Context: an optimization exercise on an open-source flow, tuned for small area. The choices shown serve that exercise and are no tape-out recipe.
Only simulation tests tie the RTL to the original design; equivalence was not proved.
Power figures rest on the tool's default switching activity, not on a simulated workload.

==> inputs of run K <==
// pdp11
module pdp11(clk, reset, initial_pc, halted, waited, trapped, soft_reset,
	     bus_addr, bus_data_out, bus_data_in,
	     bus_rd, bus_wr, bus_byte_op,
	     bus_arbitrate, bus_ack, bus_error,
	     bus_i_access, bus_d_access, bus_cpu_cm,
	     mmu_fetch_va, mmu_valid_incdec,
	     mmu_trap_odd, mmu_abort, mmu_trap, mmu_wr_inhibit, mmu_incdec,
	     bus_int, bus_int_ipl, bus_int_vector, interrupt_ack_ipl, 
	     pc, psw, psw_io_wr);
   input clk, reset;
   input [15:0] initial_pc;
   output 	halted;
   output 	waited;
   output 	trapped;
   output 	soft_reset;
   output [15:0] bus_addr;
   reg [15:0] 	 bus_addr;
   input [15:0]  bus_data_in;
   output [15:0] bus_data_out;
   reg [15:0] 	 bus_data_out;
   output 	 bus_rd, bus_wr, bus_byte_op;
   reg 		 bus_rd, bus_wr, bus_byte_op;
   output 	 bus_arbitrate;
   input 	 bus_ack, bus_error;
   input 	 bus_int;
   input [7:0] 	 bus_int_ipl, bus_int_vector;
   output [7:0]  interrupt_ack_ipl;
   reg [7:0] 	 interrupt_ack_ipl;
   output [15:0] psw;
   output [15:0] pc;
   input 	 psw_io_wr;
   output 	 bus_i_access;
   output 	 bus_d_access;
   output [1:0]  bus_cpu_cm;
   output 	 mmu_fetch_va;
   output 	 mmu_valid_incdec;
   output 	 mmu_trap_odd;
   output 	 mmu_wr_inhibit;
   output [15:0] mmu_incdec;
   input 	 mmu_abort;
   input 	 mmu_trap;
   reg 		 interrupt;
   wire [15:0] 	 bus_addr_mux;
   wire [15:0] 	 bus_data_out_mux;
   wire 	 bus_rd_r, bus_wr_r, bus_byte_op_r;
   reg 		halted;
   reg 		waited;
   wire 	trap;
   reg 		trap_bpt;
   reg 		trap_iot;
   reg 		trap_emt;
   reg 		trap_trap;
   reg 		trap_odd;
  ...
make LEC_CHECK=0 ABC_AREA=1 CAP_MARGIN=35 CORE_MARGIN=2 CORE_UTILIZATION=45 SLEW_MARGIN=35 finish   # period 14.0 ns
run.sh (not shown) runs the stock make flow with config.mk's settings and CLKGATE_MAP_FILE= SYNTH_SCRIPT=/design/flow/synth_recipe.tcl, a recipe that flattens the netlist after the stock synthesis.
==> run Y (differences from run K) <==
--- a/flow/design.v
+++ b/flow/design.v
@@ -236,17 +236,17 @@
 		 .new_cc_n(new_cc_n), .new_cc_z(new_cc_z), 
 		 .new_cc_v(new_cc_v), .new_cc_c(new_cc_c),
 		 .latch_cc(latch_cc),
 		 .latch_psw_prio(latch_psw_prio),
 		 .new_psw_prio(new_psw_prio));
    wire        ea_s = (istate == s1 || istate == s2);
    wire [2:0]  ea_mode = ea_s ? ss_mode : dd_mode;
    wire [2:0]  ea_reg = ea_s ? ss_reg : dd_reg;
-   wire [15:0] ea_rv = ea_s ? ss_reg_value : dd_reg_value;
+   wire [15:0] ea_rv = reg_b;
    wire        ea_in2 = (istate == s2 || istate == d2);
    wire [15:0] ea_addend = ea_in2 ? bus_data_in :
 	       ((is_isn_byte && ea_reg < 6) ? 16'hffff : 16'hfffe);
    wire [15:0] ea_sum;
    wire        ea_co;
    radd #(16) ea_add(.a(ea_rv), .b(ea_addend), .ci(1'b0), .s(ea_sum), .co(ea_co));
    wire [15:0] ea_mux =
 	       (istate == s3 || istate == d3) ? bus_data_in :
@@ -286,22 +286,22 @@
    wire        pc_co;
    radd #(15) pc_add(.a(pc[15:1]), .b(15'd1), .ci(1'b0), .s(pc_plus2[15:1]), .co(pc_co));
    assign pc_plus2[0] = pc[0];
    wire [15:0] ss_ea_plus2;
    wire        ss_ea_co;
    radd #(15) ss_ea_add(.a(ss_ea[15:1]), .b(15'd1), .ci(1'b0), .s(ss_ea_plus2[15:1]), .co(ss_ea_co));
    assign ss_ea_plus2[0] = ss_ea[0];
    assign ss_data_mux =
-	       (istate == c1 && (ss_mode == 0 || is_isn_rxx)) ? ss_reg_value :
+	       (istate == c1 && rb_src_c1) ? ss_reg_value :
 	       (istate == s4) ? bus_data_in :
 	       16'b0;
    assign dd_data_mux =
 	       (istate == c1 && is_isn_mfps) ? {8'b0, psw[7:0]} :  
-	       (istate == c1 && dd_mode == 0) ? dd_reg_value :
+	       (istate == c1 && dd_mode == 0 && ~rb_src_c1) ? dd_reg_value :
 	       (istate == d4) ? bus_data_in :
 	       16'b0;
    assign e1_data_mux =
 	       (istate == e1) ? e1_result :
 	       (istate == o3) ? bus_data_in :
  	       16'b0;
    wire trap_or_int = trap || interrupt || trace || odd_pc;
    assign pc_mux =
@@ -517,37 +517,37 @@
    assign dd_reg = isn[2:0];
    assign dd_dest_mem = dd_mode != 0;
    assign dd_dest_reg = dd_mode == 0;
    assign dd_ea_ind = dd_mode == 7;
    assign dd_post_incr = need_destspec_dd &&
 			 (dd_mode == 2 || dd_mode == 3);
    assign dd_pre_dec = need_destspec_dd &&
 		       (dd_mode == 4 || dd_mode == 5);
-   assign ss_reg_value = ss_reg == 0 ? r0 :
-			 ss_reg == 1 ? r1 :
-			 ss_reg == 2 ? r2 :
-			 ss_reg == 3 ? r3 :
-			 ss_reg == 4 ? r4 :
-			 ss_reg == 5 ? r5 :
-			 ss_reg == 6 ? r6[current_mode] :
-			 pc;
+   wire        is_isn_ashc = isn_15_9 == 7'o073;
+   wire        rb_src_c1 = is_isn_rxx && ~is_isn_ashc;
+   wire        rb_dd = (istate == c1 && ~rb_src_c1) ||
+	       (istate == d1 && ~(is_isn_ashc && dd_mode == 0)) ||
+	       istate == d2;
+   wire [2:0]  rb_reg = rb_dd ? dd_reg : ss_reg;
+   wire [1:0]  rb_bank = (rb_dd && is_isn_mfpx) ? previous_mode : current_mode;
+   wire [15:0] reg_b = rb_reg == 0 ? r0 :
+	       rb_reg == 1 ? r1 :
+	       rb_reg == 2 ? r2 :
+	       rb_reg == 3 ? r3 :
+	       rb_reg == 4 ? r4 :
+	       rb_reg == 5 ? r5 :
+	       rb_reg == 6 ? r6[rb_bank] :
+	       pc;
+   assign ss_reg_value = reg_b;
    assign ss_rego1_value = (ss_reg == 3'd0 || ss_reg == 3'd1) ? r1 :
 			   (ss_reg == 3'd2 || ss_reg == 3'd3) ? r3 :
 			   (ss_reg == 3'd4 || ss_reg == 3'd5) ? r5 :
 			   pc;
-   assign dd_reg_value = dd_reg == 0 ? r0 :
-			 dd_reg == 1 ? r1 :
-			 dd_reg == 2 ? r2 :
-			 dd_reg == 3 ? r3 :
-			 dd_reg == 4 ? r4 :
-			 dd_reg == 5 ? r5 :
-			 dd_reg == 6 ? (is_isn_mfpx ?		 
-					r6[previous_mode] : r6[current_mode]) :
-			 pc;
+   assign dd_reg_value = reg_b;
    assign need_s1 = need_srcspec_dd;
    assign need_d1 = need_destspec_dd;
    assign need_s2 = need_srcspec_dd && (ss_mode == 3 || ss_mode >= 5);
    assign need_d2 = need_destspec_dd && (dd_mode == 3 || dd_mode >= 5);
    assign need_s4 = need_srcspec_dd && ss_mode != 0 && need_src_data;
    assign need_d4 = need_destspec_dd && dd_mode != 0 && need_dest_data;
    assign bus_rd_r =
 		  istate == f1 ||
@@ -948,22 +948,26 @@
 	      istate == c1 || istate == d1 || istate == d2 || istate == d3)
 	    ea <= ea_mux;
 	  else if (istate == t0)
 	    ea <= trap_vector_mux;
 	  else if (istate == t1)
 	    ea <= ss_ea_plus2;
 	  if (istate == c1 || istate == s4)
 	    ss_data <= ss_data_mux;
+	  else if (istate == s1 && ss_mode == 0)
+	    ss_data <= reg_b;
 	  else if (istate == e1 && e1_advance)
 	    ss_data <= e32_result;
 	  else if (istate == t0)
 	    ss_data <= psw;
 	  if (istate == c1 || istate == d4)
 	    dd_data <= dd_data_mux;
+	  else if (istate == d1 && rb_src_c1 && dd_mode == 0)
+	    dd_data <= reg_b;
 	  else if ((istate == e1 && e1_advance) || istate == o3)
 	    dd_data <= e1_data_mux;
 	  else if (istate == t0)
 	    dd_data <= pc;
        end
    reg [15:0] reg_incdec;
    reg 	      reg_valid_incdec;
    wire [4:0] ss_reg_delta, dd_reg_delta;
@@ -2048,40 +2052,48 @@
    reg 		 last_bit, sign_change16, sign_change32;
    reg [1:0] 	 state;
    wire [1:0] 	 next_state;
    parameter 	 idle = 2'd0;
    parameter 	 running = 2'd1;
    parameter 	 last = 2'd2;
    assign 	 done = state == last;
    wire 	 up = ~shift[5];
+   wire 	 div_op = op_div & ~op_shift;
    wire 	 final_bit = (op_shift & ~up) ? (cnt == 6'd63) : (cnt == 6'd1);
    always @(posedge clk)
      if (reset)
        state <= idle;
      else
        state <= next_state;
    assign next_state = (state == idle && ready) ?
 		       ((op_shift && shift == 6'd0) ? last : running) :
 		       (state == running) ? (final_bit ? last : running) :
 		       (state == last) ? (ready ? last : idle) : idle;
-   wire [15:0] mp, mc;
-   wire [31:0] dividend_abs;
-   wire        mp_co, mc_co, dv_co;
-   radd #(16) mp_abs(.a(multiplier ^ {16{multiplier[15]}}), .b(16'd0),
-		     .ci(multiplier[15]), .s(mp), .co(mp_co));
+   wire [15:0] mc;
+   wire        mc_co;
    radd #(16) mc_abs(.a(operand ^ {16{operand[15]}}), .b(16'd0),
 		     .ci(operand[15]), .s(mc), .co(mc_co));
-   radd #(32) dv_abs(.a(dividend ^ {32{dividend[31]}}), .b(32'd0),
-		     .ci(dividend[31]), .s(dividend_abs), .co(dv_co));
+   wire        mul_bit = acc[0] ^ (multiplier[15] & last_bit);
    wire [16:0] mul_sum;
-   radd #(16) mul_add(.a(acc[31:16]), .b(acc[0] ? mc : 16'd0), .ci(1'b0),
+   radd #(16) mul_add(.a(acc[31:16]),
+		      .b((~op_shift & mul_bit) ? mc : 16'd0), .ci(1'b0),
 		      .s(mul_sum[15:0]), .co(mul_sum[16]));
    wire [4:0]  idx = cnt[4:0] - 5'd1;
-   wire [15:0] trial = {acc[30:16], dividend_abs[idx]};
+   reg 	       lower_nz;
+   integer     k;
+   always @(*)
+     begin
+	lower_nz = 1'b0;
+	for (k = 0; k < 31; k = k + 1)
+	  if (k < idx)
+	    lower_nz = lower_nz | dividend[k];
+     end
+   wire        dividend_bit = dividend[idx] ^ (dividend[31] & lower_nz);
+   wire [15:0] trial = {acc[30:16], dividend_bit};
    wire [15:0] diff;
    wire        diff_co;
    radd #(16) div_sub(.a(trial), .b(~mc), .ci(1'b1), .s(diff), .co(diff_co));
    wire        fits = diff_co;
    always @(posedge clk)
      if (state == idle)
        begin
 	  sign_change16 <= 1'b0;
@@ -2095,54 +2107,39 @@
 	  else if (op_div)
 	    begin
 	       cnt <= 6'd32;
 	       acc <= 32'd0;
 	    end
 	  else
 	    begin
 	       cnt <= 6'd16;
-	       acc <= {16'd0, mp};
+	       acc <= {16'd0, multiplier};
 	    end
        end
      else
        if (state == running)
 	 begin
+	    if ((op_shift & ~up) | (~op_shift & ~div_op & ~cnt[4]))
+	      acc <= {op_shift ? acc[31] : mul_sum[16], mul_sum[15:0], acc[15:1]};
+	    if ((op_shift & up) | div_op)
+	      acc <= {div_op ? (acc[31] | acc[15]) : acc[30],
+		      div_op ? (fits ? diff[14:0] : trial[14:0]) : acc[29:15],
+		      acc[14:0], div_op & fits};
+	    cnt <= cnt + ((op_shift & ~up) ? 6'd1 : 6'h3f);
 	    if (op_shift)
 	      begin
-		 if (up)
-		   begin
-		      last_bit <= acc[31];
-		      acc <= {acc[30:0], 1'b0};
-		      cnt <= cnt - 6'd1;
-		      if (acc[15] ^ acc[14])
-			sign_change16 <= 1'b1;
-		      if (acc[31] ^ acc[30])
-			sign_change32 <= 1'b1;
-		   end
-		 else
-		   begin
-		      last_bit <= acc[0];
-		      acc <= {shift_in[31], acc[31:1]};
-		      cnt <= cnt + 6'd1;
-		   end
-	      end
-	    else if (op_div)
-	      begin
-		 acc <= {acc[31] | acc[15],
-			 fits ? diff[14:0] : trial[14:0],
-			 acc[14:0], fits};
-		 cnt <= cnt - 6'd1;
-	      end
-	    else
-	      begin
-		 if (~cnt[4])
-		   acc <= {mul_sum, acc[15:1]};
-		 cnt <= cnt - 6'd1;
+		 last_bit <= up ? acc[31] : acc[0];
+		 if (up & (acc[15] ^ acc[14]))
+		   sign_change16 <= 1'b1;
+		 if (up & (acc[31] ^ acc[30]))
+		   sign_change32 <= 1'b1;
 	      end
+	    else if (~div_op & ~cnt[4])
+	      last_bit <= last_bit | acc[0];
 	 end
    assign shift_result = acc;
    reg 	       any, ge, other;
    integer     b;
    always @(*)
      begin
 	any = 1'b0;
 	ge = 1'b0;
- CORE_UTILIZATION: 45 -> 35
- CTS_CLUSTER_DIAMETER: unset -> 100
- CTS_CLUSTER_SIZE: unset -> 24
==> run D (differences from run K) <==
--- a/flow/design.v
+++ b/flow/design.v
@@ -236,17 +236,17 @@
 		 .new_cc_n(new_cc_n), .new_cc_z(new_cc_z), 
 		 .new_cc_v(new_cc_v), .new_cc_c(new_cc_c),
 		 .latch_cc(latch_cc),
 		 .latch_psw_prio(latch_psw_prio),
 		 .new_psw_prio(new_psw_prio));
    wire        ea_s = (istate == s1 || istate == s2);
    wire [2:0]  ea_mode = ea_s ? ss_mode : dd_mode;
    wire [2:0]  ea_reg = ea_s ? ss_reg : dd_reg;
-   wire [15:0] ea_rv = ea_s ? ss_reg_value : dd_reg_value;
+   wire [15:0] ea_rv = reg_b;
    wire        ea_in2 = (istate == s2 || istate == d2);
    wire [15:0] ea_addend = ea_in2 ? bus_data_in :
 	       ((is_isn_byte && ea_reg < 6) ? 16'hffff : 16'hfffe);
    wire [15:0] ea_sum;
    wire        ea_co;
    radd #(16) ea_add(.a(ea_rv), .b(ea_addend), .ci(1'b0), .s(ea_sum), .co(ea_co));
    wire [15:0] ea_mux =
 	       (istate == s3 || istate == d3) ? bus_data_in :
@@ -286,22 +286,22 @@
    wire        pc_co;
    radd #(15) pc_add(.a(pc[15:1]), .b(15'd1), .ci(1'b0), .s(pc_plus2[15:1]), .co(pc_co));
    assign pc_plus2[0] = pc[0];
    wire [15:0] ss_ea_plus2;
    wire        ss_ea_co;
    radd #(15) ss_ea_add(.a(ss_ea[15:1]), .b(15'd1), .ci(1'b0), .s(ss_ea_plus2[15:1]), .co(ss_ea_co));
    assign ss_ea_plus2[0] = ss_ea[0];
    assign ss_data_mux =
-	       (istate == c1 && (ss_mode == 0 || is_isn_rxx)) ? ss_reg_value :
+	       (istate == c1 && rb_src_c1) ? ss_reg_value :
 	       (istate == s4) ? bus_data_in :
 	       16'b0;
    assign dd_data_mux =
 	       (istate == c1 && is_isn_mfps) ? {8'b0, psw[7:0]} :  
-	       (istate == c1 && dd_mode == 0) ? dd_reg_value :
+	       (istate == c1 && dd_mode == 0 && ~rb_src_c1) ? dd_reg_value :
 	       (istate == d4) ? bus_data_in :
 	       16'b0;
    assign e1_data_mux =
 	       (istate == e1) ? e1_result :
 	       (istate == o3) ? bus_data_in :
  	       16'b0;
    wire trap_or_int = trap || interrupt || trace || odd_pc;
    assign pc_mux =
@@ -517,37 +517,37 @@
    assign dd_reg = isn[2:0];
    assign dd_dest_mem = dd_mode != 0;
    assign dd_dest_reg = dd_mode == 0;
    assign dd_ea_ind = dd_mode == 7;
    assign dd_post_incr = need_destspec_dd &&
 			 (dd_mode == 2 || dd_mode == 3);
    assign dd_pre_dec = need_destspec_dd &&
 		       (dd_mode == 4 || dd_mode == 5);
-   assign ss_reg_value = ss_reg == 0 ? r0 :
-			 ss_reg == 1 ? r1 :
-			 ss_reg == 2 ? r2 :
-			 ss_reg == 3 ? r3 :
-			 ss_reg == 4 ? r4 :
-			 ss_reg == 5 ? r5 :
-			 ss_reg == 6 ? r6[current_mode] :
-			 pc;
+   wire        is_isn_ashc = isn_15_9 == 7'o073;
+   wire        rb_src_c1 = is_isn_rxx && ~is_isn_ashc;
+   wire        rb_dd = (istate == c1 && ~rb_src_c1) ||
+	       (istate == d1 && ~(is_isn_ashc && dd_mode == 0)) ||
+	       istate == d2;
+   wire [2:0]  rb_reg = rb_dd ? dd_reg : ss_reg;
+   wire [1:0]  rb_bank = (rb_dd && is_isn_mfpx) ? previous_mode : current_mode;
+   wire [15:0] reg_b = rb_reg == 0 ? r0 :
+	       rb_reg == 1 ? r1 :
+	       rb_reg == 2 ? r2 :
+	       rb_reg == 3 ? r3 :
+	       rb_reg == 4 ? r4 :
+	       rb_reg == 5 ? r5 :
+	       rb_reg == 6 ? r6[rb_bank] :
+	       pc;
+   assign ss_reg_value = reg_b;
    assign ss_rego1_value = (ss_reg == 3'd0 || ss_reg == 3'd1) ? r1 :
 			   (ss_reg == 3'd2 || ss_reg == 3'd3) ? r3 :
 			   (ss_reg == 3'd4 || ss_reg == 3'd5) ? r5 :
 			   pc;
-   assign dd_reg_value = dd_reg == 0 ? r0 :
-			 dd_reg == 1 ? r1 :
-			 dd_reg == 2 ? r2 :
-			 dd_reg == 3 ? r3 :
-			 dd_reg == 4 ? r4 :
-			 dd_reg == 5 ? r5 :
-			 dd_reg == 6 ? (is_isn_mfpx ?		 
-					r6[previous_mode] : r6[current_mode]) :
-			 pc;
+   assign dd_reg_value = reg_b;
    assign need_s1 = need_srcspec_dd;
    assign need_d1 = need_destspec_dd;
    assign need_s2 = need_srcspec_dd && (ss_mode == 3 || ss_mode >= 5);
    assign need_d2 = need_destspec_dd && (dd_mode == 3 || dd_mode >= 5);
    assign need_s4 = need_srcspec_dd && ss_mode != 0 && need_src_data;
    assign need_d4 = need_destspec_dd && dd_mode != 0 && need_dest_data;
    assign bus_rd_r =
 		  istate == f1 ||
@@ -948,22 +948,26 @@
 	      istate == c1 || istate == d1 || istate == d2 || istate == d3)
 	    ea <= ea_mux;
 	  else if (istate == t0)
 	    ea <= trap_vector_mux;
 	  else if (istate == t1)
 	    ea <= ss_ea_plus2;
 	  if (istate == c1 || istate == s4)
 	    ss_data <= ss_data_mux;
+	  else if (istate == s1 && ss_mode == 0)
+	    ss_data <= reg_b;
 	  else if (istate == e1 && e1_advance)
 	    ss_data <= e32_result;
 	  else if (istate == t0)
 	    ss_data <= psw;
 	  if (istate == c1 || istate == d4)
 	    dd_data <= dd_data_mux;
+	  else if (istate == d1 && rb_src_c1 && dd_mode == 0)
+	    dd_data <= reg_b;
 	  else if ((istate == e1 && e1_advance) || istate == o3)
 	    dd_data <= e1_data_mux;
 	  else if (istate == t0)
 	    dd_data <= pc;
        end
    reg [15:0] reg_incdec;
    reg 	      reg_valid_incdec;
    wire [4:0] ss_reg_delta, dd_reg_delta;
@@ -2048,40 +2052,48 @@
    reg 		 last_bit, sign_change16, sign_change32;
    reg [1:0] 	 state;
    wire [1:0] 	 next_state;
    parameter 	 idle = 2'd0;
    parameter 	 running = 2'd1;
    parameter 	 last = 2'd2;
    assign 	 done = state == last;
    wire 	 up = ~shift[5];
+   wire 	 div_op = op_div & ~op_shift;
    wire 	 final_bit = (op_shift & ~up) ? (cnt == 6'd63) : (cnt == 6'd1);
    always @(posedge clk)
      if (reset)
        state <= idle;
      else
        state <= next_state;
    assign next_state = (state == idle && ready) ?
 		       ((op_shift && shift == 6'd0) ? last : running) :
 		       (state == running) ? (final_bit ? last : running) :
 		       (state == last) ? (ready ? last : idle) : idle;
-   wire [15:0] mp, mc;
-   wire [31:0] dividend_abs;
-   wire        mp_co, mc_co, dv_co;
-   radd #(16) mp_abs(.a(multiplier ^ {16{multiplier[15]}}), .b(16'd0),
-		     .ci(multiplier[15]), .s(mp), .co(mp_co));
+   wire [15:0] mc;
+   wire        mc_co;
    radd #(16) mc_abs(.a(operand ^ {16{operand[15]}}), .b(16'd0),
 		     .ci(operand[15]), .s(mc), .co(mc_co));
-   radd #(32) dv_abs(.a(dividend ^ {32{dividend[31]}}), .b(32'd0),
-		     .ci(dividend[31]), .s(dividend_abs), .co(dv_co));
+   wire        mul_bit = acc[0] ^ (multiplier[15] & last_bit);
    wire [16:0] mul_sum;
-   radd #(16) mul_add(.a(acc[31:16]), .b(acc[0] ? mc : 16'd0), .ci(1'b0),
+   radd #(16) mul_add(.a(acc[31:16]),
+		      .b((~op_shift & mul_bit) ? mc : 16'd0), .ci(1'b0),
 		      .s(mul_sum[15:0]), .co(mul_sum[16]));
    wire [4:0]  idx = cnt[4:0] - 5'd1;
-   wire [15:0] trial = {acc[30:16], dividend_abs[idx]};
+   reg 	       lower_nz;
+   integer     k;
+   always @(*)
+     begin
+	lower_nz = 1'b0;
+	for (k = 0; k < 31; k = k + 1)
+	  if (k < idx)
+	    lower_nz = lower_nz | dividend[k];
+     end
+   wire        dividend_bit = dividend[idx] ^ (dividend[31] & lower_nz);
+   wire [15:0] trial = {acc[30:16], dividend_bit};
    wire [15:0] diff;
    wire        diff_co;
    radd #(16) div_sub(.a(trial), .b(~mc), .ci(1'b1), .s(diff), .co(diff_co));
    wire        fits = diff_co;
    always @(posedge clk)
      if (state == idle)
        begin
 	  sign_change16 <= 1'b0;
@@ -2095,54 +2107,39 @@
 	  else if (op_div)
 	    begin
 	       cnt <= 6'd32;
 	       acc <= 32'd0;
 	    end
 	  else
 	    begin
 	       cnt <= 6'd16;
-	       acc <= {16'd0, mp};
+	       acc <= {16'd0, multiplier};
 	    end
        end
      else
        if (state == running)
 	 begin
+	    if ((op_shift & ~up) | (~op_shift & ~div_op & ~cnt[4]))
+	      acc <= {op_shift ? acc[31] : mul_sum[16], mul_sum[15:0], acc[15:1]};
+	    if ((op_shift & up) | div_op)
+	      acc <= {div_op ? (acc[31] | acc[15]) : acc[30],
+		      div_op ? (fits ? diff[14:0] : trial[14:0]) : acc[29:15],
+		      acc[14:0], div_op & fits};
+	    cnt <= cnt + ((op_shift & ~up) ? 6'd1 : 6'h3f);
 	    if (op_shift)
 	      begin
-		 if (up)
-		   begin
-		      last_bit <= acc[31];
-		      acc <= {acc[30:0], 1'b0};
-		      cnt <= cnt - 6'd1;
-		      if (acc[15] ^ acc[14])
-			sign_change16 <= 1'b1;
-		      if (acc[31] ^ acc[30])
-			sign_change32 <= 1'b1;
-		   end
-		 else
-		   begin
-		      last_bit <= acc[0];
-		      acc <= {shift_in[31], acc[31:1]};
-		      cnt <= cnt + 6'd1;
-		   end
-	      end
-	    else if (op_div)
-	      begin
-		 acc <= {acc[31] | acc[15],
-			 fits ? diff[14:0] : trial[14:0],
-			 acc[14:0], fits};
-		 cnt <= cnt - 6'd1;
-	      end
-	    else
-	      begin
-		 if (~cnt[4])
-		   acc <= {mul_sum, acc[15:1]};
-		 cnt <= cnt - 6'd1;
+		 last_bit <= up ? acc[31] : acc[0];
+		 if (up & (acc[15] ^ acc[14]))
+		   sign_change16 <= 1'b1;
+		 if (up & (acc[31] ^ acc[30]))
+		   sign_change32 <= 1'b1;
 	      end
+	    else if (~div_op & ~cnt[4])
+	      last_bit <= last_bit | acc[0];
 	 end
    assign shift_result = acc;
    reg 	       any, ge, other;
    integer     b;
    always @(*)
      begin
 	any = 1'b0;
 	ge = 1'b0;
- ABC_AREA: 1 -> unset
- CORE_UTILIZATION: 45 -> 30
==> notes.md <==
	run D	run K	run Y
Outcome	complete, no violations	finished with violations	complete, no violations
Layout check failures	-	negative setup slack	-
Library cell with the highest instance count after synthesis	nor2_1	nand2_1	nand2_1
Core occupancy in the finished layout	0.353	0.529	0.400
Register-to-register path setup slack	0.73 ns	-0.04 ns	1.09 ns
Shortest clock period the worst path allows after layout	13.27 ns	14.04 ns	12.91 ns
Placement-stage worst setup slack	1.34 ns	-0.572 ns	1.52 ns
Area fraction of the dominant cell type after synthesis	0.162	0.156	0.163
Cell count along the critical path	42	74	65
Global-route wire length before repair	347000 um	373000 um	346000 um
Fraction of final layout cells sized beyond drive strength 1	0.121	0.0915	0.0768
Die boundary width	361 um	301 um	333 um
Number of rows in the core area	130	108	120
DRC violation total after the first TritonRoute iteration	8236	11800	8194
Power Clock	1.37 mW	1.34 mW	1.03 mW
Arrival time reported for the critical path endpoint	13.69 ns	14.46 ns	13.52 ns
Relative contribution of sequential cells to total power	0.145	0.131	0.137
Non-CTS inverters	149	781	714
Post CTS Setup Buffer Count	0	5	0
Worst R2R Start	isn[15]$_DFFE_PP_	isn[7]$_DFFE_PP_	isn[11]$_DFFE_PP_
Total of fill cells in the finished design	13300	8734	11600
Placeable core area	0.126 mm2	0.0872 mm2	0.107 mm2
Simple-gate share of the synthesized area	0.199	0.224	0.235
Power consumed by sequential cells	1.91 mW	1.79 mW	1.89 mW
H-tree depth	2	2	1
Post-route standard cell area excluding fillers	0.0445 mm2	0.0461 mm2	0.0430 mm2

[afterwards: timing with drivers on the ports]
In the flow no input, the clock included, has a driving cell. The finished layouts below were timed again as built, in two steps. Step 1 assumes that a clkbuf_16 drives the clock port and a buf_2 every other input. Step 2 adds t to the input delays and takes it off the output delays; t is the mean of the earliest and latest rising clock arrival at the registers after step 1. Input paths then give back, and output paths get back, about the clock's delay inside the block. Slacks: ideal / step 1 / step 2; pairs: ideal / step 1.
| run | shift t [ns] | slack for setup (ns) | worst register clock-pin slew, ns | worst slew at a driven data input, ns |
|---|---|---|---|---|
| run K | 0.782 | -0.038 / -0.038 / -0.038 | 0.07 / 0.07 | 0.08 |
| run Y | 0.758 | 1.088 / 1.088 / 1.088 | 0.11 / 0.11 | 0.07 |
| run D | 0.776 | 0.726 / 0.726 / 0.726 | 0.08 / 0.08 | 0.08 |
